Source: an optimization exercise on an open RTL-to-GDS flow (aim: small area). Production flows keep margins and buffers that such runs may drop.
Function was checked by simulation only, so behaviour that the tests miss may differ from the original.

lane 1:
// cpu
module cpu (
  input  wire        clk,
  input  wire        reset,
  input  wire [31:0] mem_rdata,
  output wire [31:0] mem_addr,
  output wire [31:0] mem_wdata,
  output wire        mem_we
);
Settings: LEC_CHECK=0, CAP_MARGIN=30, CORE_MARGIN=2, CORE_UTILIZATION=55, GPL_TIMING_DRIVEN=0, SETUP_SLACK_MARGIN=1.0, SLEW_MARGIN=30; clock period 20.0 ns.
standard.sh (not shown) runs the stock make flow with config.mk's settings and CLKGATE_MAP_FILE= SYNTH_SCRIPT=/design/flow/synth_recipe.tcl, a recipe that flattens the netlist after the stock synthesis.
==> flow/flow/run.sh <==
#!/bin/bash
# Own layout flow: the standard ORFS flow (standard.sh) with these changes to how the
# layout is made:
#  1. after the standard synthesis, its combinational cells are mapped again (for area, then
#     buffered and sized by ABC for the clock period) by
#     Yosys/ABC (flow/resyn.tcl); the flip-flops, their names and cell types are kept
#  2. CTS with larger sink clusters and without dummy loads
#  3. the port buffers are sky130_fd_sc_hd__buf_1
#  4. a fanout limit of 16 for the placement repair (flow/pre_resize.tcl)
# Each tool's full output goes to its own log in this folder (ORFS steps: orfs/logs/).
set -euo pipefail
PLAT=${FLOW_PLATFORM:-sky130hd}
TOP=${FLOW_TOP:-cpu}
R=orfs/results/$PLAT/cpu/base
LIB=$FLOW_HOME/platforms/$PLAT/lib/sky130_fd_sc_hd__tt_025C_1v80.lib
export CTS_ARGS="-sink_clustering_enable -repair_clock_nets -dont_use_dummy_load -sink_clustering_size 20 -sink_clustering_max_diameter 100"
export BUFFER_PORTS_ARGS="-buffer_cell sky130_fd_sc_hd__buf_1"
export PRE_RESIZE_TCL="$PWD/flow/pre_resize.tcl"

# 1. standard synthesis
bash standard.sh "$PWD/$R/1_2_yosys.v" > make_synth.log 2>&1
cp "$R/1_2_yosys.v" standard_1_2_yosys.v

# 2. area re-mapping of the combinational logic
printf "set_driving_cell sky130_fd_sc_hd__buf_1\nset_load 5\n" > abc.constr
python3 flow/genmodels.py "$LIB" cell_models.v > genmodels.log 2>&1
DONT_USE=$(python3 - "$FLOW_HOME/platforms/$PLAT/config.mk" <<'PY'
import re, sys
t = open(sys.argv[1]).read()
i = t.index('DONT_USE_CELLS')
print(' '.join(re.findall(r'sky130_fd_sc_hd__\w+', t[i:t.index('\n#', i)])))
PY
)
YOSYS=$(command -v yosys || echo "$FLOW_HOME/../tools/install/yosys/bin/yosys")
RESYN_LIB="$LIB" RESYN_DONT_USE="$DONT_USE" RESYN_MODELS=cell_models.v \
RESYN_IN=standard_1_2_yosys.v RESYN_TOP="$TOP" RESYN_STAT=resyn_stat.txt RESYN_OUT=resyn_1_2_yosys.v \
RESYN_ABC="+strash;&get -n;&deepsyn -T 60;&dch -f;&nf -R 1000;&put;topo;stime -c;buffer -c -N 16;upsize -c;dnsize -c;" \
RESYN_ABC_EXTRA="-D 20000 -constr $PWD/abc.constr" \
  "$YOSYS" -c flow/resyn.tcl > resyn.log 2>&1
cp resyn_1_2_yosys.v "$R/1_2_yosys.v"
touch "$R/1_2_yosys.v"

# 3. the rest of the standard flow, from the re-mapped netlist
bash standard.sh > make_finish.log 2>&1
Other scripts of this flow, unchanged in this note and not shown: flow/flow/genmodels.py, flow/flow/pre_resize.tcl, flow/flow/resyn.tcl
Lane 1 reached the final stage; the timing, design-rule and antenna checks on its layout passed.
--- input diff lane 1..lane 2 ---
- a change of SLEW_MARGIN from 30 to 15
- a change of CAP_MARGIN from 30 to 15
- a change of SETUP_SLACK_MARGIN from 1.0 to 1.5
--- a/flow/flow/run.sh
+++ b/flow/flow/run.sh
@@ -6,3 +6,3 @@
 #     Yosys/ABC (flow/resyn.tcl); the flip-flops, their names and cell types are kept
-#  2. CTS with larger sink clusters and without dummy loads
+#  2. CTS without dummy loads
 #  3. the port buffers are sky130_fd_sc_hd__buf_1
@@ -15,3 +15,3 @@
 LIB=$FLOW_HOME/platforms/$PLAT/lib/sky130_fd_sc_hd__tt_025C_1v80.lib
-export CTS_ARGS="-sink_clustering_enable -repair_clock_nets -dont_use_dummy_load -sink_clustering_size 20 -sink_clustering_max_diameter 100"
+export CTS_ARGS="-sink_clustering_enable -repair_clock_nets -dont_use_dummy_load"
 export BUFFER_PORTS_ARGS="-buffer_cell sky130_fd_sc_hd__buf_1"
## What came out
Number of multi-input combinational cells (lane 2 vs. lane 1) increases slightly
Delta (lane 2 minus lane 1): die area now larger; global-route usage higher; ratio of cells with drive above 1 in the final layout shows no meaningful change; count of clock-buffer cells in the layout went up by 57%.
--- input diff lane 2..lane 3 ---
- a change of CORE_UTILIZATION from 55 to 60
- a change of SETUP_SLACK_MARGIN from 1.5 to 1.0
- a change of CAP_MARGIN from 15 to 10
- a change of SLEW_MARGIN from 15 to 10
--- a/flow/flow/run.sh
+++ b/flow/flow/run.sh
@@ -6,3 +6,3 @@
 #     Yosys/ABC (flow/resyn.tcl); the flip-flops, their names and cell types are kept
-#  2. CTS without dummy loads
+#  2. CTS with larger sink clusters and without dummy loads
 #  3. the port buffers are sky130_fd_sc_hd__buf_1
@@ -15,3 +15,3 @@
 LIB=$FLOW_HOME/platforms/$PLAT/lib/sky130_fd_sc_hd__tt_025C_1v80.lib
-export CTS_ARGS="-sink_clustering_enable -repair_clock_nets -dont_use_dummy_load"
+export CTS_ARGS="-sink_clustering_enable -repair_clock_nets -dont_use_dummy_load -sink_clustering_size 20 -sink_clustering_max_diameter 100"
 export BUFFER_PORTS_ARGS="-buffer_cell sky130_fd_sc_hd__buf_1"
==> comparison <==
- Ran to the end and failed final checks on capacitance limit, slew limit: lane 3.
- Side by side, worst stage delay on the critical path turned out higher in lane 3 than in lane 2.
- When the final numbers for lane 3 and lane 2 were put side by side, the placement row count turned out to be smaller in lane 3.
- Area: lane 3 vs lane 2 -> lane 3 smaller
- Lane 3: worst slack at placement higher than lane 2
- Of lane 3 and lane 2, lane 3 shows the higher total global-route track usage, with lane 2 below it.
The following lists how lane 4 was set up differently from lane 3:
- swapping 60 for 55 in CORE_UTILIZATION
- swapping 1.0 for 1.5 in SETUP_SLACK_MARGIN
- swapping 10 for 15 in SLEW_MARGIN
- swapping 10 for 15 in CAP_MARGIN
==> comparison <==
Lane 4 | stages: all done | timing, DRC, antenna: all pass
Diff lane 3 -> lane 4: height of the die went up by 14 um; worst-case hold slack increased 0.015 ns; number of gates on the worst path with buffers counted decreased by about 3.6% relative to the old numbers; routed via count divided by cell count lower.
Data-path buffer share of cell area in the final layout: lane 4 and lane 3 compared, lower one is lane 4
Higher gate count of the mapped netlist among lane 4 and lane 3: lane 4
Looking at cell area across lane 4 and lane 3, the one that comes out higher is lane 3.

[static timing again, ports no longer ideal]
No port has a modelled driver above. Below, the same layouts with a new extraction and two added sets of constraints.
Step 1 assumes that a clkbuf_16 drives the clock port and a buf_2 every other input.
Step 2, shift: input delay + t, output delay - t, t = (earliest + latest rising clock arrival at the registers) / 2. This alone moves slack from input paths to output paths.
Three values: ideal ports, drivers, drivers and shift; two values: the first two.
| run | shift t [ns] | setup WS [ns] | worst hold slack (ns) | worst setup path at the end | worst slew at a driven data input, ns |
|---|---|---|---|---|---|
| lane 1 | 0.732 | 1.977 / 1.902 / 2.634 | 0.460 / 0.460 / 0.460 | register to output | 0.04 |
| lane 2 | 0.777 | 1.897 / 1.823 / 2.600 | 0.413 / 0.413 / 0.413 | register to output | 0.07 |
| lane 3 | 0.764 | 1.262 / 1.185 / 1.949 | 0.458 / 0.458 / 0.458 | register to output | 0.05 |
| lane 4 | 0.711 | 1.991 / 1.913 / 2.623 | 0.473 / 0.473 / 0.473 | register to output | 0.07 |
